Background: an optimization exercise with open tools, aiming at small area. Do not read the settings as production practice.
In this exercise RTL edits were held to simulation tests only and were not proved equivalent to the original.
Power figures rest on the tool's default switching activity, not on a simulated workload.

## flow/design.v (module list and top-level ports; edited modules follow where they fit)
// module can_register: 18 lines
// module can_register_asyn: 23 lines
// module can_register_syn: 23 lines
// module can_register_asyn_syn: 27 lines
// module can_crc: 25 lines
// module can_ibo: 16 lines
// module can_acf: 219 lines
// module can_fifo: 173 lines
// module can_btl: 238 lines
// module can_bsp: 1441 lines
// module can_registers: 738 lines
// module can_top: 391 lines
module can_top
( 
    wb_rst_i,
    wb_dat_i,
    wb_dat_o,
    wb_cyc_i,
    wb_stb_i,
    wb_we_i,
    wb_adr_i,
    wb_ack_o,
  clk_i,
  rx_i,
  tx_o,
  bus_off_on,
  irq_on,
  clkout_o
);
  // ...
==> flow/flow/run.sh <==
#!/bin/bash
# Own layout flow: the standard flow (standard.sh, unchanged synthesis), with
# clock tree synthesis run without dummy loads and with larger sink clusters.
set -euo pipefail
WORK=$(pwd)
export CTS_ARGS="-sink_clustering_enable -repair_clock_nets -dont_use_dummy_load -buf_list sky130_fd_sc_hd__clkbuf_16 -sink_clustering_size 26 -sink_clustering_max_diameter 80"
bash standard.sh > "$WORK/standard_flow.log" 2>&1
test -f "$WORK/out/final.def"
==> flow/standard.sh <==
#!/bin/bash
# synth_recipe.tcl (not shown) runs the flow's synth.tcl, then flattens the netlist and writes it again
# the make line also repeats each setting of config.mk as NAME=value (left out here)
make -C /OpenROAD-flow-scripts/flow DESIGN_CONFIG=/design/flow/config.mk WORK_HOME=/design/flow/orfs CLKGATE_MAP_FILE= SYNTH_SCRIPT=/design/flow/synth_recipe.tcl "${@:-finish}"
==> flow/config.mk <==
export PLATFORM = sky130hd
export DESIGN_NAME = can_top
export DESIGN_NICKNAME = can_top
export VERILOG_FILES = /design/flow/design.v
export SDC_FILE = /design/flow/constraint.sdc
export NUM_CORES = 4
export LEC_CHECK = 0
export CAP_MARGIN = 20
export CORE_MARGIN = 2
export CORE_UTILIZATION = 60
export PLACE_DENSITY = 0.75
export SLEW_MARGIN = 20
==> flow/constraint.sdc <==
create_clock -name core_clock -period 10.0 [get_ports {clk_i}]
set_input_delay 2.0000 -clock core_clock [delete_from_list [all_inputs] [get_ports {clk_i}]]
set_output_delay 2.0000 -clock core_clock [all_outputs]
set_load 0.01 [all_outputs]
==> impl_metrics.toml, run 1 <==
[route]
drc_errors = 0
highest_layer = "met5"
first_iter_violations = 6102
wire_per_inst_um = 30.4

[yosys]
netlist_top_cells_area = "sky130_fd_sc_hd__edfxtp_1 48%, sky130_fd_sc_hd__dfrtp_1 12%, sky130_fd_sc_hd__mux4_2 8.7%"
synth_cell_types = 106
cell_area_after_synthesis_um2 = 67400
ys_ff_latch = 1453
synth_xor_area_share_pct = 2.96
synth-edff-count = 1072
syn_inst = 4973
post_synth_and_or_nand_nor_area_fraction_pct = 9.73
synth_largest_area_cell = "sky130_fd_sc_hd__edfxtp_1"

[floorplan]
floorplan.initialDensity_pct = 60.7
io_pins = 35

[grt]
grt.met1_usage_pct = 47.9
antenna_found_initial = 7
globalRouteTotalUtil_pct = 33.7

[sta]
fin_ws_ns = 4.05
report.final.hold_viol_count = 0
finalClockSkew_ns = 0.103
finalCritPeriodShare_pct = 59.5
timing.final.crit_period_ns = 5.95
fmaxAchievable_mhz = 168

[clock_tree]
cts_inserted_buffers = 70
cts_buffer_depth = 3
clkLatencyLatePin_ns = 0.72

[worst_setup_path]
timing.critical_path.buf_inv = 2
setup.worst_path.end_class = "flip-flop"

[cells_and_area]
final-seq-area_um2 = 41600
final.clkbuf_count = 70
final-nonclk-buf-share_pct = 1.51
multi_input_combinational_area_share_pct = 34.1
largestClassByArea = "flip-flops and latches"
layout.cells.most_common_list = "1072 x sky130_fd_sc_hd__edfxtp_1, 426 x sky130_fd_sc_hd__nand2_1, 419 x sky130_fd_sc_hd__nor2_1"

[power]
total_power_mw = 10.1
switching_part_of_the_total_power_pct = 21.9
worst_ir_drop_vdd_mv = 0.184
p_clk_mw = 3.05

[hold_path]
hold-path-cell-count = 0

[outcome]
run_status = "finished clean"

[placement]
dpl-instance-area_um2 = 69400
==> module can_acf, before the edit <==
module can_acf
( 
  clk,
  rst,
  id,
  reset_mode,
  acceptance_filter_mode,
  extended_mode,
  acceptance_code_0,
  acceptance_code_1,
  acceptance_code_2,
  acceptance_code_3,
  acceptance_mask_0,
  acceptance_mask_1,
  acceptance_mask_2,
  acceptance_mask_3,
  go_rx_crc_lim,
  go_rx_inter,
  go_error_frame,
  data0,
  data1,
  rtr1,
  rtr2,
  ide,
  no_byte0,
  no_byte1,
  id_ok
);
parameter Tp = 1;
input         clk;
input         rst;
input  [28:0] id;
input         reset_mode;
input         acceptance_filter_mode;
input         extended_mode;
input   [7:0] acceptance_code_0;
input   [7:0] acceptance_code_1;
input   [7:0] acceptance_code_2;
input   [7:0] acceptance_code_3;
input   [7:0] acceptance_mask_0;
input   [7:0] acceptance_mask_1;
input   [7:0] acceptance_mask_2;
input   [7:0] acceptance_mask_3;
input         go_rx_crc_lim;
input         go_rx_inter;
input         go_error_frame;
input   [7:0] data0;
input   [7:0] data1;
input         rtr1;
input         rtr2;
input         ide;
input         no_byte0;
input         no_byte1;
output        id_ok;
reg           id_ok;
wire          match;
wire          match_sf_std;
wire          match_sf_ext;
wire          match_df_std;
wire          match_df_ext;
   assign match = ((id[10:3] & acceptance_mask_0 ) == ( acceptance_code_0 & acceptance_mask_0 ));
assign match_sf_std = ( (id[3]  == acceptance_code_0[0] | acceptance_mask_0[0] ) &
                        (id[4]  == acceptance_code_0[1] | acceptance_mask_0[1] ) &
                        (id[5]  == acceptance_code_0[2] | acceptance_mask_0[2] ) &
                        (id[6]  == acceptance_code_0[3] | acceptance_mask_0[3] ) &
                        (id[7]  == acceptance_code_0[4] | acceptance_mask_0[4] ) &
                        (id[8]  == acceptance_code_0[5] | acceptance_mask_0[5] ) &
                        (id[9]  == acceptance_code_0[6] | acceptance_mask_0[6] ) &
                        (id[10] == acceptance_code_0[7] | acceptance_mask_0[7] ) &
                        (rtr1   == acceptance_code_1[4] | acceptance_mask_1[4] ) &
                        (id[0]  == acceptance_code_1[5] | acceptance_mask_1[5] ) &
                        (id[1]  == acceptance_code_1[6] | acceptance_mask_1[6] ) &
                        (id[2]  == acceptance_code_1[7] | acceptance_mask_1[7] ) &
                        (data0[0]  == acceptance_code_2[0] | acceptance_mask_2[0] | no_byte0) &
                        (data0[1]  == acceptance_code_2[1] | acceptance_mask_2[1] | no_byte0) &
                        (data0[2]  == acceptance_code_2[2] | acceptance_mask_2[2] | no_byte0) &
                        (data0[3]  == acceptance_code_2[3] | acceptance_mask_2[3] | no_byte0) &
                        (data0[4]  == acceptance_code_2[4] | acceptance_mask_2[4] | no_byte0) &
                        (data0[5]  == acceptance_code_2[5] | acceptance_mask_2[5] | no_byte0) &
                        (data0[6]  == acceptance_code_2[6] | acceptance_mask_2[6] | no_byte0) &
                        (data0[7]  == acceptance_code_2[7] | acceptance_mask_2[7] | no_byte0) &
                        (data1[0]  == acceptance_code_3[0] | acceptance_mask_3[0] | no_byte1) &
                        (data1[1]  == acceptance_code_3[1] | acceptance_mask_3[1] | no_byte1) &
                        (data1[2]  == acceptance_code_3[2] | acceptance_mask_3[2] | no_byte1) &
                        (data1[3]  == acceptance_code_3[3] | acceptance_mask_3[3] | no_byte1) &
                        (data1[4]  == acceptance_code_3[4] | acceptance_mask_3[4] | no_byte1) &
                        (data1[5]  == acceptance_code_3[5] | acceptance_mask_3[5] | no_byte1) &
                        (data1[6]  == acceptance_code_3[6] | acceptance_mask_3[6] | no_byte1) &
                        (data1[7]  == acceptance_code_3[7] | acceptance_mask_3[7] | no_byte1)
                      );
assign match_sf_ext = ( (id[21]  == acceptance_code_0[0] | acceptance_mask_0[0] ) &
                        (id[22]  == acceptance_code_0[1] | acceptance_mask_0[1] ) &
                        (id[23]  == acceptance_code_0[2] | acceptance_mask_0[2] ) &
                        (id[24]  == acceptance_code_0[3] | acceptance_mask_0[3] ) &
                        (id[25]  == acceptance_code_0[4] | acceptance_mask_0[4] ) &
                        (id[26]  == acceptance_code_0[5] | acceptance_mask_0[5] ) &
                        (id[27]  == acceptance_code_0[6] | acceptance_mask_0[6] ) &
                        (id[28]  == acceptance_code_0[7] | acceptance_mask_0[7] ) &
                        (id[13]  == acceptance_code_1[0] | acceptance_mask_1[0] ) &
                        (id[14]  == acceptance_code_1[1] | acceptance_mask_1[1] ) &
                        (id[15]  == acceptance_code_1[2] | acceptance_mask_1[2] ) &
                        (id[16]  == acceptance_code_1[3] | acceptance_mask_1[3] ) &
                        (id[17]  == acceptance_code_1[4] | acceptance_mask_1[4] ) &
                        (id[18]  == acceptance_code_1[5] | acceptance_mask_1[5] ) &
                        (id[19]  == acceptance_code_1[6] | acceptance_mask_1[6] ) &
                        (id[20]  == acceptance_code_1[7] | acceptance_mask_1[7] ) &
                        (id[5]  == acceptance_code_2[0] | acceptance_mask_2[0] ) &
                        (id[6]  == acceptance_code_2[1] | acceptance_mask_2[1] ) &
                        (id[7]  == acceptance_code_2[2] | acceptance_mask_2[2] ) &
                        (id[8]  == acceptance_code_2[3] | acceptance_mask_2[3] ) &
                        (id[9]  == acceptance_code_2[4] | acceptance_mask_2[4] ) &
                        (id[10] == acceptance_code_2[5] | acceptance_mask_2[5] ) &
                        (id[11] == acceptance_code_2[6] | acceptance_mask_2[6] ) &
                        (id[12] == acceptance_code_2[7] | acceptance_mask_2[7] ) &
                        (rtr2   == acceptance_code_3[2] | acceptance_mask_3[2] ) &
                        (id[0]  == acceptance_code_3[3] | acceptance_mask_3[3] ) &
                        (id[1]  == acceptance_code_3[4] | acceptance_mask_3[4] ) &
                        (id[2]  == acceptance_code_3[5] | acceptance_mask_3[5] ) &
                        (id[3]  == acceptance_code_3[6] | acceptance_mask_3[6] ) &
                        (id[4]  == acceptance_code_3[7] | acceptance_mask_3[7] )
                      );
assign match_df_std = (((id[3]  == acceptance_code_0[0] | acceptance_mask_0[0] ) &
                        (id[4]  == acceptance_code_0[1] | acceptance_mask_0[1] ) &
                        (id[5]  == acceptance_code_0[2] | acceptance_mask_0[2] ) &
                        (id[6]  == acceptance_code_0[3] | acceptance_mask_0[3] ) &
                        (id[7]  == acceptance_code_0[4] | acceptance_mask_0[4] ) &
                        (id[8]  == acceptance_code_0[5] | acceptance_mask_0[5] ) &
                        (id[9]  == acceptance_code_0[6] | acceptance_mask_0[6] ) &
                        (id[10] == acceptance_code_0[7] | acceptance_mask_0[7] ) &
                        (rtr1   == acceptance_code_1[4] | acceptance_mask_1[4] ) &
                        (id[0]  == acceptance_code_1[5] | acceptance_mask_1[5] ) &
                        (id[1]  == acceptance_code_1[6] | acceptance_mask_1[6] ) &
                        (id[2]  == acceptance_code_1[7] | acceptance_mask_1[7] ) &
                        (data0[0] == acceptance_code_3[0] | acceptance_mask_3[0] | no_byte0) &
                        (data0[1] == acceptance_code_3[1] | acceptance_mask_3[1] | no_byte0) &
                        (data0[2] == acceptance_code_3[2] | acceptance_mask_3[2] | no_byte0) &
                        (data0[3] == acceptance_code_3[3] | acceptance_mask_3[3] | no_byte0) &
                        (data0[4] == acceptance_code_1[0] | acceptance_mask_1[0] | no_byte0) &
                        (data0[5] == acceptance_code_1[1] | acceptance_mask_1[1] | no_byte0) &
                        (data0[6] == acceptance_code_1[2] | acceptance_mask_1[2] | no_byte0) &
                        (data0[7] == acceptance_code_1[3] | acceptance_mask_1[3] | no_byte0) )
                       |
                       ((id[3]  == acceptance_code_2[0] | acceptance_mask_2[0] ) &
                        (id[4]  == acceptance_code_2[1] | acceptance_mask_2[1] ) &
                        (id[5]  == acceptance_code_2[2] | acceptance_mask_2[2] ) &
                        (id[6]  == acceptance_code_2[3] | acceptance_mask_2[3] ) &
                        (id[7]  == acceptance_code_2[4] | acceptance_mask_2[4] ) &
                        (id[8]  == acceptance_code_2[5] | acceptance_mask_2[5] ) &
                        (id[9]  == acceptance_code_2[6] | acceptance_mask_2[6] ) &
                        (id[10] == acceptance_code_2[7] | acceptance_mask_2[7] ) &
                        (rtr1   == acceptance_code_3[4] | acceptance_mask_3[4] ) &
                        (id[0]  == acceptance_code_3[5] | acceptance_mask_3[5] ) &
                        (id[1]  == acceptance_code_3[6] | acceptance_mask_3[6] ) &
                        (id[2]  == acceptance_code_3[7] | acceptance_mask_3[7] ) )
                      );
assign match_df_ext = (((id[21]  == acceptance_code_0[0] | acceptance_mask_0[0] ) &
                        (id[22]  == acceptance_code_0[1] | acceptance_mask_0[1] ) &
                        (id[23]  == acceptance_code_0[2] | acceptance_mask_0[2] ) &
                        (id[24]  == acceptance_code_0[3] | acceptance_mask_0[3] ) &
                        (id[25]  == acceptance_code_0[4] | acceptance_mask_0[4] ) &
                        (id[26]  == acceptance_code_0[5] | acceptance_mask_0[5] ) &
                        (id[27]  == acceptance_code_0[6] | acceptance_mask_0[6] ) &
                        (id[28]  == acceptance_code_0[7] | acceptance_mask_0[7] ) &
                        (id[13]  == acceptance_code_1[0] | acceptance_mask_1[0] ) &
                        (id[14]  == acceptance_code_1[1] | acceptance_mask_1[1] ) &
                        (id[15]  == acceptance_code_1[2] | acceptance_mask_1[2] ) &
                        (id[16]  == acceptance_code_1[3] | acceptance_mask_1[3] ) &
                        (id[17]  == acceptance_code_1[4] | acceptance_mask_1[4] ) &
                        (id[18]  == acceptance_code_1[5] | acceptance_mask_1[5] ) &
                        (id[19]  == acceptance_code_1[6] | acceptance_mask_1[6] ) &
                        (id[20]  == acceptance_code_1[7] | acceptance_mask_1[7] ) )
                       |
                       ((id[21]  == acceptance_code_2[0] | acceptance_mask_2[0] ) &
                        (id[22]  == acceptance_code_2[1] | acceptance_mask_2[1] ) &
                        (id[23]  == acceptance_code_2[2] | acceptance_mask_2[2] ) &
                        (id[24]  == acceptance_code_2[3] | acceptance_mask_2[3] ) &
                        (id[25]  == acceptance_code_2[4] | acceptance_mask_2[4] ) &
                        (id[26]  == acceptance_code_2[5] | acceptance_mask_2[5] ) &
                        (id[27]  == acceptance_code_2[6] | acceptance_mask_2[6] ) &
                        (id[28]  == acceptance_code_2[7] | acceptance_mask_2[7] ) &
                        (id[13]  == acceptance_code_3[0] | acceptance_mask_3[0] ) &
                        (id[14]  == acceptance_code_3[1] | acceptance_mask_3[1] ) &
                        (id[15]  == acceptance_code_3[2] | acceptance_mask_3[2] ) &
                        (id[16]  == acceptance_code_3[3] | acceptance_mask_3[3] ) &
                        (id[17]  == acceptance_code_3[4] | acceptance_mask_3[4] ) &
                        (id[18]  == acceptance_code_3[5] | acceptance_mask_3[5] ) &
                        (id[19]  == acceptance_code_3[6] | acceptance_mask_3[6] ) &
                        (id[20]  == acceptance_code_3[7] | acceptance_mask_3[7] ) )
                      );
always @ (posedge clk or posedge rst)
begin
  if (rst)
    id_ok <= 1'b0;
  else if (go_rx_crc_lim)                    
    begin
      if (extended_mode)
        begin
          if (~acceptance_filter_mode)       
            begin
              if (ide)                       
                id_ok <= match_df_ext;
              else                           
                id_ok <= match_df_std;
            end           
          else                               
            begin
              if (ide)                       
                id_ok <= match_sf_ext;
              else                           
                id_ok <= match_sf_std;
            end
        end
      else      
        id_ok <= match;
    end
  else if (reset_mode | go_rx_inter | go_error_frame)         
    id_ok <= 1'b0;
end
endmodule
==> module can_fifo, before the edit <==
module can_fifo
( 
  clk,
  rst,
  wr,
  data_in,
  addr,
  data_out,
  fifo_selected,
  reset_mode,
  release_buffer,
  extended_mode,
  overrun,
  info_empty,
  info_cnt
);
parameter Tp = 1;
input         clk;
input         rst;
input         wr;
input   [7:0] data_in;
input   [5:0] addr;
input         reset_mode;
input         release_buffer;
input         extended_mode;
input         fifo_selected;
output  [7:0] data_out;
output        overrun;
output        info_empty;
output  [6:0] info_cnt;
  reg     [7:0] fifo [0:63];
  reg     [3:0] length_fifo[0:63];
  reg           overrun_info[0:63];
reg     [5:0] rd_pointer;
reg     [5:0] wr_pointer;
reg     [5:0] read_address;
reg     [5:0] wr_info_pointer;
reg     [5:0] rd_info_pointer;
reg           wr_q;
reg     [3:0] len_cnt;
reg     [6:0] fifo_cnt;
reg     [6:0] info_cnt;
reg           latch_overrun;
reg           initialize_memories;
wire    [3:0] length_info;
wire          write_length_info;
wire          fifo_empty;
wire          fifo_full;
wire          info_full;
assign write_length_info = (~wr) & wr_q;
always @ (posedge clk or posedge rst)
begin
  if (rst)
    wr_q <= 1'b0;
  else if (reset_mode)
    wr_q <= 1'b0;
  else
    wr_q <= wr;
end
always @ (posedge clk or posedge rst)
begin
  if (rst)
    len_cnt <= 4'h0;
  else if (reset_mode | write_length_info)
    len_cnt <= 4'h0;
  else if (wr & (~fifo_full))
    len_cnt <= len_cnt + 1'b1;
end
always @ (posedge clk or posedge rst)
begin
  if (rst)
    wr_info_pointer <= 6'h0;
  else if (write_length_info & (~info_full) | initialize_memories)
    wr_info_pointer <= wr_info_pointer + 1'b1;
  else if (reset_mode)
    wr_info_pointer <= rd_info_pointer;
end
always @ (posedge clk or posedge rst)
begin
  if (rst)
    rd_info_pointer <= 6'h0;
  else if (release_buffer & (~info_full))
    rd_info_pointer <= rd_info_pointer + 1'b1;
end
always @ (posedge clk or posedge rst)
begin
  if (rst)
    rd_pointer <= 5'h0;
  else if (release_buffer & (~fifo_empty))
    rd_pointer <= rd_pointer + {2'h0, length_info};
end
always @ (posedge clk or posedge rst)
begin
  if (rst)
    wr_pointer <= 5'h0;
  else if (reset_mode)
    wr_pointer <= rd_pointer;
  else if (wr & (~fifo_full))
    wr_pointer <= wr_pointer + 1'b1;
end
always @ (posedge clk or posedge rst)
begin
  if (rst)
    latch_overrun <= 1'b0;
  else if (reset_mode | write_length_info)
    latch_overrun <= 1'b0;
  else if (wr & fifo_full)
    latch_overrun <= 1'b1;
end
always @ (posedge clk or posedge rst)
begin
  if (rst)
    fifo_cnt <= 7'h0;
  else if (reset_mode)
    fifo_cnt <= 7'h0;
  else if (wr & (~release_buffer) & (~fifo_full))
    fifo_cnt <= fifo_cnt + 1'b1;
  else if ((~wr) & release_buffer & (~fifo_empty))
    fifo_cnt <= fifo_cnt - {3'h0, length_info};
  else if (wr & release_buffer & (~fifo_full) & (~fifo_empty))
    fifo_cnt <= fifo_cnt - {3'h0, length_info} + 1'b1;
end
assign fifo_full = fifo_cnt == 7'd64;
assign fifo_empty = fifo_cnt == 7'd0;
always @ (posedge clk or posedge rst)
begin
  if (rst)
    info_cnt <= 7'h0;
  else if (reset_mode)
    info_cnt <= 7'h0;
  else if (write_length_info ^ release_buffer)
    begin
      if (release_buffer & (~info_empty))
        info_cnt <= info_cnt - 1'b1;
      else if (write_length_info & (~info_full))
        info_cnt <= info_cnt + 1'b1;
    end
end
assign info_full = info_cnt == 7'd64;
assign info_empty = info_cnt == 7'd0;
always @ (extended_mode or rd_pointer or addr)
begin
  if (extended_mode)       
    read_address = rd_pointer + (addr - 6'd16);
  else                     
    read_address = rd_pointer + (addr - 6'd20);
end
always @ (posedge clk or posedge rst)
begin
  if (rst)
    initialize_memories <= 1'b1;
  else if (&wr_info_pointer)
    initialize_memories <= 1'b0;
end
  always @ (posedge clk)
  begin
    if (wr & (~fifo_full))
      fifo[wr_pointer] <= data_in;
  end
  assign data_out = fifo[read_address];
  always @ (posedge clk)
  begin
    if (write_length_info & (~info_full) | initialize_memories)
      length_fifo[wr_info_pointer] <= len_cnt & {4{~initialize_memories}};
  end
  assign length_info = length_fifo[rd_info_pointer];
  always @ (posedge clk)
  begin
    if (write_length_info & (~info_full) | initialize_memories)
      overrun_info[wr_info_pointer] <= (latch_overrun | (wr & fifo_full)) & (~initialize_memories);
  end
  assign overrun = overrun_info[rd_info_pointer];
endmodule
==> inputs of run 2 (changes only) <==
--- a/flow/design.v
+++ b/flow/design.v
@@ -187,175 +187,48 @@
 input   [7:0] data1;
 input         rtr1;
 input         rtr2;
 input         ide;
 input         no_byte0;
 input         no_byte1;
 output        id_ok;
 reg           id_ok;
-wire          match;
-wire          match_sf_std;
-wire          match_sf_ext;
-wire          match_df_std;
-wire          match_df_ext;
-   assign match = ((id[10:3] & acceptance_mask_0 ) == ( acceptance_code_0 & acceptance_mask_0 ));
-assign match_sf_std = ( (id[3]  == acceptance_code_0[0] | acceptance_mask_0[0] ) &
-                        (id[4]  == acceptance_code_0[1] | acceptance_mask_0[1] ) &
-                        (id[5]  == acceptance_code_0[2] | acceptance_mask_0[2] ) &
-                        (id[6]  == acceptance_code_0[3] | acceptance_mask_0[3] ) &
-                        (id[7]  == acceptance_code_0[4] | acceptance_mask_0[4] ) &
-                        (id[8]  == acceptance_code_0[5] | acceptance_mask_0[5] ) &
-                        (id[9]  == acceptance_code_0[6] | acceptance_mask_0[6] ) &
-                        (id[10] == acceptance_code_0[7] | acceptance_mask_0[7] ) &
-                        (rtr1   == acceptance_code_1[4] | acceptance_mask_1[4] ) &
-                        (id[0]  == acceptance_code_1[5] | acceptance_mask_1[5] ) &
-                        (id[1]  == acceptance_code_1[6] | acceptance_mask_1[6] ) &
-                        (id[2]  == acceptance_code_1[7] | acceptance_mask_1[7] ) &
-                        (data0[0]  == acceptance_code_2[0] | acceptance_mask_2[0] | no_byte0) &
-                        (data0[1]  == acceptance_code_2[1] | acceptance_mask_2[1] | no_byte0) &
-                        (data0[2]  == acceptance_code_2[2] | acceptance_mask_2[2] | no_byte0) &
-                        (data0[3]  == acceptance_code_2[3] | acceptance_mask_2[3] | no_byte0) &
-                        (data0[4]  == acceptance_code_2[4] | acceptance_mask_2[4] | no_byte0) &
-                        (data0[5]  == acceptance_code_2[5] | acceptance_mask_2[5] | no_byte0) &
-                        (data0[6]  == acceptance_code_2[6] | acceptance_mask_2[6] | no_byte0) &
-                        (data0[7]  == acceptance_code_2[7] | acceptance_mask_2[7] | no_byte0) &
-                        (data1[0]  == acceptance_code_3[0] | acceptance_mask_3[0] | no_byte1) &
-                        (data1[1]  == acceptance_code_3[1] | acceptance_mask_3[1] | no_byte1) &
-                        (data1[2]  == acceptance_code_3[2] | acceptance_mask_3[2] | no_byte1) &
-                        (data1[3]  == acceptance_code_3[3] | acceptance_mask_3[3] | no_byte1) &
-                        (data1[4]  == acceptance_code_3[4] | acceptance_mask_3[4] | no_byte1) &
-                        (data1[5]  == acceptance_code_3[5] | acceptance_mask_3[5] | no_byte1) &
-                        (data1[6]  == acceptance_code_3[6] | acceptance_mask_3[6] | no_byte1) &
-                        (data1[7]  == acceptance_code_3[7] | acceptance_mask_3[7] | no_byte1)
-                      );
-assign match_sf_ext = ( (id[21]  == acceptance_code_0[0] | acceptance_mask_0[0] ) &
-                        (id[22]  == acceptance_code_0[1] | acceptance_mask_0[1] ) &
-                        (id[23]  == acceptance_code_0[2] | acceptance_mask_0[2] ) &
-                        (id[24]  == acceptance_code_0[3] | acceptance_mask_0[3] ) &
-                        (id[25]  == acceptance_code_0[4] | acceptance_mask_0[4] ) &
-                        (id[26]  == acceptance_code_0[5] | acceptance_mask_0[5] ) &
-                        (id[27]  == acceptance_code_0[6] | acceptance_mask_0[6] ) &
-                        (id[28]  == acceptance_code_0[7] | acceptance_mask_0[7] ) &
-                        (id[13]  == acceptance_code_1[0] | acceptance_mask_1[0] ) &
-                        (id[14]  == acceptance_code_1[1] | acceptance_mask_1[1] ) &
-                        (id[15]  == acceptance_code_1[2] | acceptance_mask_1[2] ) &
-                        (id[16]  == acceptance_code_1[3] | acceptance_mask_1[3] ) &
-                        (id[17]  == acceptance_code_1[4] | acceptance_mask_1[4] ) &
-                        (id[18]  == acceptance_code_1[5] | acceptance_mask_1[5] ) &
-                        (id[19]  == acceptance_code_1[6] | acceptance_mask_1[6] ) &
-                        (id[20]  == acceptance_code_1[7] | acceptance_mask_1[7] ) &
-                        (id[5]  == acceptance_code_2[0] | acceptance_mask_2[0] ) &
-                        (id[6]  == acceptance_code_2[1] | acceptance_mask_2[1] ) &
-                        (id[7]  == acceptance_code_2[2] | acceptance_mask_2[2] ) &
-                        (id[8]  == acceptance_code_2[3] | acceptance_mask_2[3] ) &
-                        (id[9]  == acceptance_code_2[4] | acceptance_mask_2[4] ) &
-                        (id[10] == acceptance_code_2[5] | acceptance_mask_2[5] ) &
-                        (id[11] == acceptance_code_2[6] | acceptance_mask_2[6] ) &
-                        (id[12] == acceptance_code_2[7] | acceptance_mask_2[7] ) &
-                        (rtr2   == acceptance_code_3[2] | acceptance_mask_3[2] ) &
-                        (id[0]  == acceptance_code_3[3] | acceptance_mask_3[3] ) &
-                        (id[1]  == acceptance_code_3[4] | acceptance_mask_3[4] ) &
-                        (id[2]  == acceptance_code_3[5] | acceptance_mask_3[5] ) &
-                        (id[3]  == acceptance_code_3[6] | acceptance_mask_3[6] ) &
-                        (id[4]  == acceptance_code_3[7] | acceptance_mask_3[7] )
-                      );
-assign match_df_std = (((id[3]  == acceptance_code_0[0] | acceptance_mask_0[0] ) &
-                        (id[4]  == acceptance_code_0[1] | acceptance_mask_0[1] ) &
-                        (id[5]  == acceptance_code_0[2] | acceptance_mask_0[2] ) &
-                        (id[6]  == acceptance_code_0[3] | acceptance_mask_0[3] ) &
-                        (id[7]  == acceptance_code_0[4] | acceptance_mask_0[4] ) &
-                        (id[8]  == acceptance_code_0[5] | acceptance_mask_0[5] ) &
-                        (id[9]  == acceptance_code_0[6] | acceptance_mask_0[6] ) &
-                        (id[10] == acceptance_code_0[7] | acceptance_mask_0[7] ) &
-                        (rtr1   == acceptance_code_1[4] | acceptance_mask_1[4] ) &
-                        (id[0]  == acceptance_code_1[5] | acceptance_mask_1[5] ) &
-                        (id[1]  == acceptance_code_1[6] | acceptance_mask_1[6] ) &
-                        (id[2]  == acceptance_code_1[7] | acceptance_mask_1[7] ) &
-                        (data0[0] == acceptance_code_3[0] | acceptance_mask_3[0] | no_byte0) &
-                        (data0[1] == acceptance_code_3[1] | acceptance_mask_3[1] | no_byte0) &
-                        (data0[2] == acceptance_code_3[2] | acceptance_mask_3[2] | no_byte0) &
-                        (data0[3] == acceptance_code_3[3] | acceptance_mask_3[3] | no_byte0) &
-                        (data0[4] == acceptance_code_1[0] | acceptance_mask_1[0] | no_byte0) &
-                        (data0[5] == acceptance_code_1[1] | acceptance_mask_1[1] | no_byte0) &
-                        (data0[6] == acceptance_code_1[2] | acceptance_mask_1[2] | no_byte0) &
-                        (data0[7] == acceptance_code_1[3] | acceptance_mask_1[3] | no_byte0) )
-                       |
-                       ((id[3]  == acceptance_code_2[0] | acceptance_mask_2[0] ) &
-                        (id[4]  == acceptance_code_2[1] | acceptance_mask_2[1] ) &
-                        (id[5]  == acceptance_code_2[2] | acceptance_mask_2[2] ) &
-                        (id[6]  == acceptance_code_2[3] | acceptance_mask_2[3] ) &
-                        (id[7]  == acceptance_code_2[4] | acceptance_mask_2[4] ) &
-                        (id[8]  == acceptance_code_2[5] | acceptance_mask_2[5] ) &
-                        (id[9]  == acceptance_code_2[6] | acceptance_mask_2[6] ) &
-                        (id[10] == acceptance_code_2[7] | acceptance_mask_2[7] ) &
-                        (rtr1   == acceptance_code_3[4] | acceptance_mask_3[4] ) &
-                        (id[0]  == acceptance_code_3[5] | acceptance_mask_3[5] ) &
-                        (id[1]  == acceptance_code_3[6] | acceptance_mask_3[6] ) &
-                        (id[2]  == acceptance_code_3[7] | acceptance_mask_3[7] ) )
-                      );
-assign match_df_ext = (((id[21]  == acceptance_code_0[0] | acceptance_mask_0[0] ) &
-                        (id[22]  == acceptance_code_0[1] | acceptance_mask_0[1] ) &
-                        (id[23]  == acceptance_code_0[2] | acceptance_mask_0[2] ) &
-                        (id[24]  == acceptance_code_0[3] | acceptance_mask_0[3] ) &
-                        (id[25]  == acceptance_code_0[4] | acceptance_mask_0[4] ) &
-                        (id[26]  == acceptance_code_0[5] | acceptance_mask_0[5] ) &
-                        (id[27]  == acceptance_code_0[6] | acceptance_mask_0[6] ) &
-                        (id[28]  == acceptance_code_0[7] | acceptance_mask_0[7] ) &
-                        (id[13]  == acceptance_code_1[0] | acceptance_mask_1[0] ) &
-                        (id[14]  == acceptance_code_1[1] | acceptance_mask_1[1] ) &
-                        (id[15]  == acceptance_code_1[2] | acceptance_mask_1[2] ) &
-                        (id[16]  == acceptance_code_1[3] | acceptance_mask_1[3] ) &
-                        (id[17]  == acceptance_code_1[4] | acceptance_mask_1[4] ) &
-                        (id[18]  == acceptance_code_1[5] | acceptance_mask_1[5] ) &
-                        (id[19]  == acceptance_code_1[6] | acceptance_mask_1[6] ) &
-                        (id[20]  == acceptance_code_1[7] | acceptance_mask_1[7] ) )
-                       |
-                       ((id[21]  == acceptance_code_2[0] | acceptance_mask_2[0] ) &
-                        (id[22]  == acceptance_code_2[1] | acceptance_mask_2[1] ) &
-                        (id[23]  == acceptance_code_2[2] | acceptance_mask_2[2] ) &
-                        (id[24]  == acceptance_code_2[3] | acceptance_mask_2[3] ) &
-                        (id[25]  == acceptance_code_2[4] | acceptance_mask_2[4] ) &
-                        (id[26]  == acceptance_code_2[5] | acceptance_mask_2[5] ) &
-                        (id[27]  == acceptance_code_2[6] | acceptance_mask_2[6] ) &
-                        (id[28]  == acceptance_code_2[7] | acceptance_mask_2[7] ) &
-                        (id[13]  == acceptance_code_3[0] | acceptance_mask_3[0] ) &
-                        (id[14]  == acceptance_code_3[1] | acceptance_mask_3[1] ) &
-                        (id[15]  == acceptance_code_3[2] | acceptance_mask_3[2] ) &
-                        (id[16]  == acceptance_code_3[3] | acceptance_mask_3[3] ) &
-                        (id[17]  == acceptance_code_3[4] | acceptance_mask_3[4] ) &
-                        (id[18]  == acceptance_code_3[5] | acceptance_mask_3[5] ) &
-                        (id[19]  == acceptance_code_3[6] | acceptance_mask_3[6] ) &
-                        (id[20]  == acceptance_code_3[7] | acceptance_mask_3[7] ) )
-                      );
+wire          single_filter = acceptance_filter_mode;
+wire    [7:0] op0   = (extended_mode & ide) ? id[28:21] : id[10:3];
+wire    [7:0] op1   = ide ? id[20:13] : {id[2:0], rtr1, data0[7:4]};
+wire    [7:0] op2   = single_filter ? (ide ? id[12:5] : data0) : (ide ? id[28:21] : id[10:3]);
+wire    [7:0] op3   = single_filter ? (ide ? {id[4:0], rtr2, 2'b00} : data1) : (ide ? id[20:13] : {id[2:0], rtr1, data0[3:0]});
+wire    [7:0] ign0  = extended_mode ? acceptance_mask_0 : ~acceptance_mask_0;
+wire    [7:0] ign1  = acceptance_mask_1 | {4'h0, {4{(~ide) & no_byte0}}};
+wire    [7:0] ign2  = acceptance_mask_2 | {8{single_filter & (~ide) & no_byte0}};
+wire    [7:0] ign3  = acceptance_mask_3 | {{4{single_filter & (~ide) & no_byte1}},
+                                           {2{(~ide) & (single_filter ? no_byte1 : no_byte0)}},
+                                           {2{(~ide) & (single_filter ? no_byte1 : no_byte0) | single_filter & ide}}};
+wire          e0    = &((op0 ~^ acceptance_code_0) | ign0);
+wire    [7:0] b1    =   (op1 ~^ acceptance_code_1) | ign1;
+wire          e2    = &((op2 ~^ acceptance_code_2) | ign2);
+wire    [7:0] b3    =   (op3 ~^ acceptance_code_3) | ign3;
+wire          e1h   = &b1[7:4];
+wire          e1l   = &b1[3:0];
+wire          e3h   = &b3[7:4];
+wire          e3l   = &b3[3:0];
+wire   match_basic  = e0;       
+wire   match_single = e0 & e1h & e2 & e3h & e3l & (e1l | (~ide));
+wire   match_dual   = (e0 & e1h & e1l & (ide | e3l)) | (e2 & e3h & ((~ide) | e3l));
 always @ (posedge clk or posedge rst)
 begin
   if (rst)
     id_ok <= 1'b0;
   else if (go_rx_crc_lim)                    
     begin
       if (extended_mode)
-        begin
-          if (~acceptance_filter_mode)       
-            begin
-              if (ide)                       
-                id_ok <= match_df_ext;
-              else                           
-                id_ok <= match_df_std;
-            end           
-          else                               
-            begin
-              if (ide)                       
-                id_ok <= match_sf_ext;
-              else                           
-                id_ok <= match_sf_std;
-            end
-        end
-      else      
-        id_ok <= match;
+        id_ok <= single_filter ? match_single : match_dual;
+      else
+        id_ok <= match_basic;
     end
   else if (reset_mode | go_rx_inter | go_error_frame)         
     id_ok <= 1'b0;
 end
 endmodule
 `timescale 1ns/10ps
 module can_fifo
 ( 
@@ -461,44 +334,39 @@
 begin
   if (rst)
     latch_overrun <= 1'b0;
   else if (reset_mode | write_length_info)
     latch_overrun <= 1'b0;
   else if (wr & fifo_full)
     latch_overrun <= 1'b1;
 end
+wire fifo_cnt_inc = wr & (~fifo_full) & ((~release_buffer) | (~fifo_empty));
+wire fifo_cnt_dec = release_buffer & (~fifo_empty) & ((~wr) | (~fifo_full));
 always @ (posedge clk or posedge rst)
 begin
   if (rst)
     fifo_cnt <= 7'h0;
   else if (reset_mode)
     fifo_cnt <= 7'h0;
-  else if (wr & (~release_buffer) & (~fifo_full))
-    fifo_cnt <= fifo_cnt + 1'b1;
-  else if ((~wr) & release_buffer & (~fifo_empty))
-    fifo_cnt <= fifo_cnt - {3'h0, length_info};
-  else if (wr & release_buffer & (~fifo_full) & (~fifo_empty))
-    fifo_cnt <= fifo_cnt - {3'h0, length_info} + 1'b1;
+  else if (fifo_cnt_inc | fifo_cnt_dec)
+    fifo_cnt <= fifo_cnt + {6'h0, fifo_cnt_inc} - (fifo_cnt_dec ? {3'h0, length_info} : 7'h0);
 end
 assign fifo_full = fifo_cnt == 7'd64;
 assign fifo_empty = fifo_cnt == 7'd0;
+wire info_cnt_dec = release_buffer & (~write_length_info) & (~info_empty);
+wire info_cnt_inc = write_length_info & (~release_buffer) & (~info_full);
 always @ (posedge clk or posedge rst)
 begin
   if (rst)
     info_cnt <= 7'h0;
   else if (reset_mode)
     info_cnt <= 7'h0;
-  else if (write_length_info ^ release_buffer)
-    begin
-      if (release_buffer & (~info_empty))
-        info_cnt <= info_cnt - 1'b1;
-      else if (write_length_info & (~info_full))
-        info_cnt <= info_cnt + 1'b1;
-    end
+  else if (info_cnt_inc | info_cnt_dec)
+    info_cnt <= info_cnt + (info_cnt_dec ? 7'h7f : 7'h01);
 end
 assign info_full = info_cnt == 7'd64;
 assign info_empty = info_cnt == 7'd0;
 always @ (extended_mode or rd_pointer or addr)
 begin
   if (extended_mode)       
     read_address = rd_pointer + (addr - 6'd16);
   else                     
@@ -2800,73 +2668,54 @@
   .clk(clk)
 );
 can_register #(8) ACCEPTANCE_MASK_REG3
 ( .data_in(data_in),
   .data_out(acceptance_mask_3),
   .we(we_acceptance_mask_3),
   .clk(clk)
 );
+wire   [7:0] ff_unless_reset = {8{~reset_mode}};
+wire   [7:0] ff_if_reset     = {8{reset_mode}};
 always @ ( addr or extended_mode or mode or bus_timing_0 or bus_timing_1 or clock_divider or
            acceptance_code_0 or acceptance_code_1 or acceptance_code_2 or acceptance_code_3 or
            acceptance_mask_0 or acceptance_mask_1 or acceptance_mask_2 or acceptance_mask_3 or
            reset_mode or tx_data_0 or tx_data_1 or tx_data_2 or tx_data_3 or tx_data_4 or 
            tx_data_5 or tx_data_6 or tx_data_7 or tx_data_8 or tx_data_9 or status or 
            error_warning_limit or rx_err_cnt or tx_err_cnt or irq_en_ext or irq_reg or mode_ext or
-           arbitration_lost_capture or rx_message_counter or mode_basic or error_capture_code
+           arbitration_lost_capture or rx_message_counter or mode_basic or error_capture_code or
+           ff_unless_reset or ff_if_reset
          )
 begin
-  case({extended_mode, addr[4:0]})    
-    {1'h1, 5'd00} :  data_out = {4'b0000, mode_ext[3:1], mode[0]};       
-    {1'h1, 5'd01} :  data_out = 8'h0;                                    
-    {1'h1, 5'd02} :  data_out = status;                                  
-    {1'h1, 5'd03} :  data_out = irq_reg;                                 
-    {1'h1, 5'd04} :  data_out = irq_en_ext;                              
-    {1'h1, 5'd06} :  data_out = bus_timing_0;                            
-    {1'h1, 5'd07} :  data_out = bus_timing_1;                            
-    {1'h1, 5'd11} :  data_out = {3'h0, arbitration_lost_capture[4:0]};   
-    {1'h1, 5'd12} :  data_out = error_capture_code;                      
-    {1'h1, 5'd13} :  data_out = error_warning_limit;                     
-    {1'h1, 5'd14} :  data_out = rx_err_cnt;                              
-    {1'h1, 5'd15} :  data_out = tx_err_cnt;                              
-    {1'h1, 5'd16} :  data_out = acceptance_code_0;                       
-    {1'h1, 5'd17} :  data_out = acceptance_code_1;                       
-    {1'h1, 5'd18} :  data_out = acceptance_code_2;                       
-    {1'h1, 5'd19} :  data_out = acceptance_code_3;                       
-    {1'h1, 5'd20} :  data_out = acceptance_mask_0;                       
-    {1'h1, 5'd21} :  data_out = acceptance_mask_1;                       
-    {1'h1, 5'd22} :  data_out = acceptance_mask_2;                       
-    {1'h1, 5'd23} :  data_out = acceptance_mask_3;                       
-    {1'h1, 5'd24} :  data_out = 8'h0;                                    
-    {1'h1, 5'd25} :  data_out = 8'h0;                                    
-    {1'h1, 5'd26} :  data_out = 8'h0;                                    
-    {1'h1, 5'd27} :  data_out = 8'h0;                                    
-    {1'h1, 5'd28} :  data_out = 8'h0;                                    
-    {1'h1, 5'd29} :  data_out = {1'b0, rx_message_counter};              
-    {1'h1, 5'd31} :  data_out = clock_divider;                           
-    {1'h0, 5'd00} :  data_out = {3'b001, mode_basic[4:1], mode[0]};      
-    {1'h0, 5'd01} :  data_out = 8'hff;                                   
-    {1'h0, 5'd02} :  data_out = status;                                  
-    {1'h0, 5'd03} :  data_out = {4'he, irq_reg[3:0]};                    
-    {1'h0, 5'd04} :  data_out = reset_mode? acceptance_code_0 : 8'hff;   
-    {1'h0, 5'd05} :  data_out = reset_mode? acceptance_mask_0 : 8'hff;   
-    {1'h0, 5'd06} :  data_out = reset_mode? bus_timing_0 : 8'hff;        
-    {1'h0, 5'd07} :  data_out = reset_mode? bus_timing_1 : 8'hff;        
-    {1'h0, 5'd10} :  data_out = reset_mode? 8'hff : tx_data_0;           
-    {1'h0, 5'd11} :  data_out = reset_mode? 8'hff : tx_data_1;           
-    {1'h0, 5'd12} :  data_out = reset_mode? 8'hff : tx_data_2;           
-    {1'h0, 5'd13} :  data_out = reset_mode? 8'hff : tx_data_3;           
-    {1'h0, 5'd14} :  data_out = reset_mode? 8'hff : tx_data_4;           
-    {1'h0, 5'd15} :  data_out = reset_mode? 8'hff : tx_data_5;           
-    {1'h0, 5'd16} :  data_out = reset_mode? 8'hff : tx_data_6;           
-    {1'h0, 5'd17} :  data_out = reset_mode? 8'hff : tx_data_7;           
-    {1'h0, 5'd18} :  data_out = reset_mode? 8'hff : tx_data_8;           
-    {1'h0, 5'd19} :  data_out = reset_mode? 8'hff : tx_data_9;           
-    {1'h0, 5'd31} :  data_out = clock_divider;                           
-    default :  data_out = 8'h0;                                    
+  case (addr[4:0])
+    5'd00 : data_out = extended_mode ? {4'b0000, mode_ext[3:1], mode[0]} : {3'b001, mode_basic[4:1], mode[0]};
+    5'd01 : data_out = {8{~extended_mode}};
+    5'd02 : data_out = status;
+    5'd03 : data_out = {irq_reg[7:5] | {3{~extended_mode}}, irq_reg[4:0]};
+    5'd04 : data_out = extended_mode ? irq_en_ext   : (acceptance_code_0 | ff_unless_reset);
+    5'd05 : data_out = extended_mode ? 8'h0         : (acceptance_mask_0 | ff_unless_reset);
+    5'd06 : data_out = bus_timing_0 | {8{(~extended_mode) & (~reset_mode)}};
+    5'd07 : data_out = bus_timing_1 | {8{(~extended_mode) & (~reset_mode)}};
+    5'd10 : data_out = extended_mode ? 8'h0                               : (tx_data_0 | ff_if_reset);
+    5'd11 : data_out = extended_mode ? {3'h0, arbitration_lost_capture}  : (tx_data_1 | ff_if_reset);
+    5'd12 : data_out = extended_mode ? error_capture_code                 : (tx_data_2 | ff_if_reset);
+    5'd13 : data_out = extended_mode ? error_warning_limit                : (tx_data_3 | ff_if_reset);
+    5'd14 : data_out = extended_mode ? rx_err_cnt                         : (tx_data_4 | ff_if_reset);
+    5'd15 : data_out = extended_mode ? tx_err_cnt                         : (tx_data_5 | ff_if_reset);
+    5'd16 : data_out = extended_mode ? acceptance_code_0                  : (tx_data_6 | ff_if_reset);
+    5'd17 : data_out = extended_mode ? acceptance_code_1                  : (tx_data_7 | ff_if_reset);
+    5'd18 : data_out = extended_mode ? acceptance_code_2                  : (tx_data_8 | ff_if_reset);
+    5'd19 : data_out = extended_mode ? acceptance_code_3                  : (tx_data_9 | ff_if_reset);
+    5'd20 : data_out = acceptance_mask_0 & {8{extended_mode}};
+    5'd21 : data_out = acceptance_mask_1 & {8{extended_mode}};
+    5'd22 : data_out = acceptance_mask_2 & {8{extended_mode}};
+    5'd23 : data_out = acceptance_mask_3 & {8{extended_mode}};
+    5'd29 : data_out = {1'b0, rx_message_counter} & {8{extended_mode}};
+    5'd31 : data_out = clock_divider;
+    default : data_out = 8'h0;                                    
   endcase
 end
 assign data_overrun_irq_en  = extended_mode ? data_overrun_irq_en_ext  : overrun_irq_en_basic;
 assign error_warning_irq_en = extended_mode ? error_warning_irq_en_ext : error_irq_en_basic;
 assign transmit_irq_en      = extended_mode ? transmit_irq_en_ext      : transmit_irq_en_basic;
 assign receive_irq_en       = extended_mode ? receive_irq_en_ext       : receive_irq_en_basic;
 reg data_overrun_irq;
 always @ (posedge clk or posedge rst)
==> flow/flow/run.sh (replaced) <==
#!/bin/bash
# Own layout flow: the standard flow (standard.sh, unchanged synthesis), with
# clock tree synthesis run without dummy loads and with larger sink clusters.
set -euo pipefail
WORK=$(pwd)
export CTS_ARGS="-sink_clustering_enable -repair_clock_nets -dont_use_dummy_load -buf_list sky130_fd_sc_hd__clkbuf_4 -sink_clustering_size 9 -sink_clustering_max_diameter 40"
bash standard.sh > "$WORK/standard_flow.log" 2>&1
test -f "$WORK/out/final.def"
==> run 2 against run 1 <==
Net effect: largest power group unchanged; wire length fell by 7.2%; core utilization down 0.60 points; first-iteration DRC count grew 0.66%; critical path type is now flip-flop to flip-flop; register-to-register slack improved by 0.06 ns; cell count decreased by 0.44%; count of clock-buffer cells in the layout increased by 131; global-route usage is 1.5 points lower; clock power down 8.5%; critical path depth grew 8.
==> impl_metrics.toml, run 2 <==
[outcome]
run_status = "finished clean"

[worst_setup_path]
worstSetupPathType = "flip-flop to flip-flop"
worstPathArrival_ns = 6.86
slowest_stage = "sky130_fd_sc_hd__dfrtp_4"
crit_path_max_fanout = 45
cp_slowest_stage_delay_ns = 0.98
timing.critical_path.max_delay_family = "multiplexers"
worstPathRequired_ns = 11.01
worst_r2r_startpoint = "i_can_bsp.i_can_fifo.rd_info_pointer[0]"
setup.worst_path.end_class = "flip-flop"
start_kind = "flip-flop"
rr_worst_depth = 19
timing.critical_path.buf_inv = 2
rr_endpoint = "i_can_bsp.i_can_fifo.fifo_cnt[6]"
reg2reg_setup_slack_ns = 4.15
crit_path_frequent_cell = "sky130_fd_sc_hd__nor2_1"
timing.critical_path.cells = "buf_4 -> mux4_2 -> mux4_2 -> mux4_2 -> and2_1 -> ha_1 -> inv_1 -> ha_1 -> fa_1 -> a21o_1 -> a21oi_1 -> nor2b_1 -> nor2_1 -> nor2_1 -> nor2_1 -> xnor2_1 -> nand2_1 -> xor2_1 -> nor2_1"

[yosys]
synth-main-ff-cell = "sky130_fd_sc_hd__edfxtp_1"
synth_largest_area_cell = "sky130_fd_sc_hd__edfxtp_1"
cell_area_after_synthesis_um2 = 66500
syn_inst = 4804
yosysWarnings = 17
synth.net_count = 4969
async_reset_ff_share_pct = 24.5
synth_area_per_cell_um2 = 13.8
ys_ff_latch = 1453
netlist_top_cells_area = "sky130_fd_sc_hd__edfxtp_1 48%, sky130_fd_sc_hd__dfrtp_1 13%, sky130_fd_sc_hd__mux4_2 9.7%"
yosysMostFrequentCell = "sky130_fd_sc_hd__edfxtp_1"
synth-edff-count = 1072
yosysTopAreaCellShare_pct = 48.4
yosysSeqAreaShare_pct = 62.6
synth_cell_types = 99
synth_top_cells_by_count = "1072 x sky130_fd_sc_hd__edfxtp_1, 434 x sky130_fd_sc_hd__nand2_1, 423 x sky130_fd_sc_hd__nor2_1, 336 x sky130_fd_sc_hd__dfrtp_1, 285 x sky130_fd_sc_hd__mux4_2"

[cells_and_area]
layout.cells.most_common_list = "1072 x sky130_fd_sc_hd__edfxtp_1, 433 x sky130_fd_sc_hd__nand2_1, 421 x sky130_fd_sc_hd__nor2_1"
layout-area-overhead-vs-synth_pct = 5.35
final_core_utilization_pct = 63.5
largest-register = "i_can_bsp.i_can_fifo.fifo"
final_common_cell = "sky130_fd_sc_hd__edfxtp_1"
final_area_um2 = 70000
largest_register_ffs = 512
filler_cell_count = 8162
multiInputGateArea_um2 = 23600
finalNonFillerCells = 6348
finish.net_count = 5019
top_regs = "i_can_bsp.i_can_fifo.fifo (512), i_can_bsp.i_can_fifo.length_fifo (256)"
drive_above_1_share_pct = 15.7
final-seq-area_um2 = 41600

[floorplan]
num_rows = 122
design.die.area_um2 = 113000
io_pins = 35
floorplan.initialDensity_pct = 60.3
die_width_um = 337
floorplan.core_area_um2 = 110000
floorplan.die.height_um = 337

[sta]
report.final.hold_viol_count = 0
timing.final.crit_period_ns = 5.85
fmaxAchievable_mhz = 171
finalClockSkew_ns = 0.176
max_slew.worst_pin.slew_ns = 1.09
maxSlewHeadroom_pct = 27.6
drv_slew = 0
unrepaired_setup_endpoints_after_global_routing = "no"
finalCritPeriodShare_pct = 58.5
timing.setup.tns_ns = 0
setup-violations-final = 0
fin_ws_ns = 4.15

[power]
worst_ir_drop_vdd_mv = 0.112
power.density_nw_per_um2 = 139
power_leakage_nw = 24.3

[hold_path]
hold_path_class = "flip-flop to flip-flop"
min_from = "cs_ack1"
worstHoldEndpoint = "cs_ack2"
hold-path-cell-count = 0

[clock_tree]
cts.clk_slew.worst_paths_ns = 0.09
cts_inserted_buffers = 201
htree_num_levels = 4
cts_buffer_depth = 3
cts_repair_resize_count = 0
cts.root.buffer_cell = "sky130_fd_sc_hd__clkbuf_4"
clkLatencyLatePin_ns = 1.21
tritoncts = "yes"
cts_sinks = 1453
cts.repair_timing.setup_buffer_count = 0
cts_hold_repair.buffers = 0

[placement]
place_hpwl_um = 122000
gp_routability_congestion = 1.10
placed_cells_incl_taps = 6139
dpl-instance-area_um2 = 68500
placement.setup.worst_slack_ns = 3.39
place.port_buffers = 33

[route]
totalWireLength_um = 180000
vias_per_cell = 6.74
wire_per_inst_um = 28.3
drc_errors = 0
dr_total_vias = 42770
drtPass1Iterations = 7
ant_nets = 0
first_iter_violations = 6142

[grt]
grt_max_degree = 159
globalRouteTotalUtil_pct = 32.2
grt_pass1_wl_um = 269000
overflow = 0
antenna_found_initial = 8
vias_in_the_first_global_route = 41699

[run]
drv_cap = 0
[run 2: worst max path at each step]
stage               slack [ns]  cells after the start                                to                               startpoint
finish                    4.15                     19  i_can_bsp.i_can_fifo.fifo_cnt[6]  i_can_bsp.i_can_fifo.rd_info_pointer[0]
global route              3.60                     19  i_can_bsp.i_can_fifo.fifo_cnt[6]  i_can_bsp.i_can_fifo.rd_info_pointer[0]
CTS                       4.07                     19  i_can_bsp.i_can_fifo.fifo_cnt[6]  i_can_bsp.i_can_fifo.rd_info_pointer[0]
detailed placement        3.39                     12                       data_out[4]                              wb_adr_i[1]
global placement          3.40                     12                       data_out[4]                              wb_adr_i[1]
floorplan                 3.25                      1                          cs_sync1                                 wb_rst_i
[run 2: routing by layer]
| layer | GRT usage (%) | vias up | part of all wire (%) |
|---|---|---|---|
| li1 | - | 18418 | - |
| met1 | 44.7 | 21405 | 38 |
| met2 | 49.2 | 2458 | 46 |
| met3 | 7.73 | 477 | 11 |
| met4 | 13.6 | 12 | 4.6 |
| met5 | 0 | - | 0.040 |
[run 2: kinds of logic after synthesis]
logic type,share of synthesized area (%)
buffers and inverters,2.34
xor gates and xnor gates,2.23
other,0.00564
DFF,62.6
adders and majority gates,2.80
AOI/OAI and AO/OA,8.00
and+or+nand+nor,9.65
muxes,12.4
[run 2: report_power, final]
| part | internal [mW] | total (mW) | switching [mW] |
|---|---|---|---|
| logic | 0.161 | 0.464 | 0.303 |
| registers | 6.45 | 6.50 | 0.0465 |
| clock network | 0.916 | 2.79 | 1.88 |
| total | 7.53 | 9.76 | 2.22 |
[run 2: cell type report]
type                       instances  share of cell area, %
antenna                            8                 0.0286
clock buffer                     201                   2.15
inverter                         121                  0.654
multi-input combinational       2960                   33.6
sequential                      1453                   59.5
tap                             1488                   2.66
timing repair buffer             117                   1.40
[run 2: through the flow]
step / total power [mW] / hold slack, ns
6_report: 9.76 / 0.339
5_1_grt: 10.1 / 0.352
4_1_cts: 9.80 / 0.341
3_5_place_dp: 7.09 / 0.323
3_3_place_gp: 7.08 / 0.315
2_1_floorplan: 6.92 / 0.310

-- port drivers added, routing unchanged --
Ports are ideal in the flow. The routed layouts listed here were re-timed in OpenROAD.
Step 1: set_driving_cell puts a clkbuf_16 on clk_i and a buf_2 on each other input, an assumption about the parent block.
Step 2, shift: input delay + t, output delay - t, t = (earliest + latest rising clock arrival at the registers) / 2. This alone moves slack from input paths to output paths.
a / b / c = ideal ports / drivers / drivers and shift; a / b = the first two.
run	t, ns	setup WS [ns]	pins driven straight from the clock port
run 1	0.740	4.054 / 4.023 / 3.283	1
run 2	1.189	4.152 / 4.152 / 3.251	1
After both steps setup and hold are still met in every run listed. For run 2, which loses most, drivers alone change the setup slack by 0.000 ns; drivers and shift together by -0.901 ns.
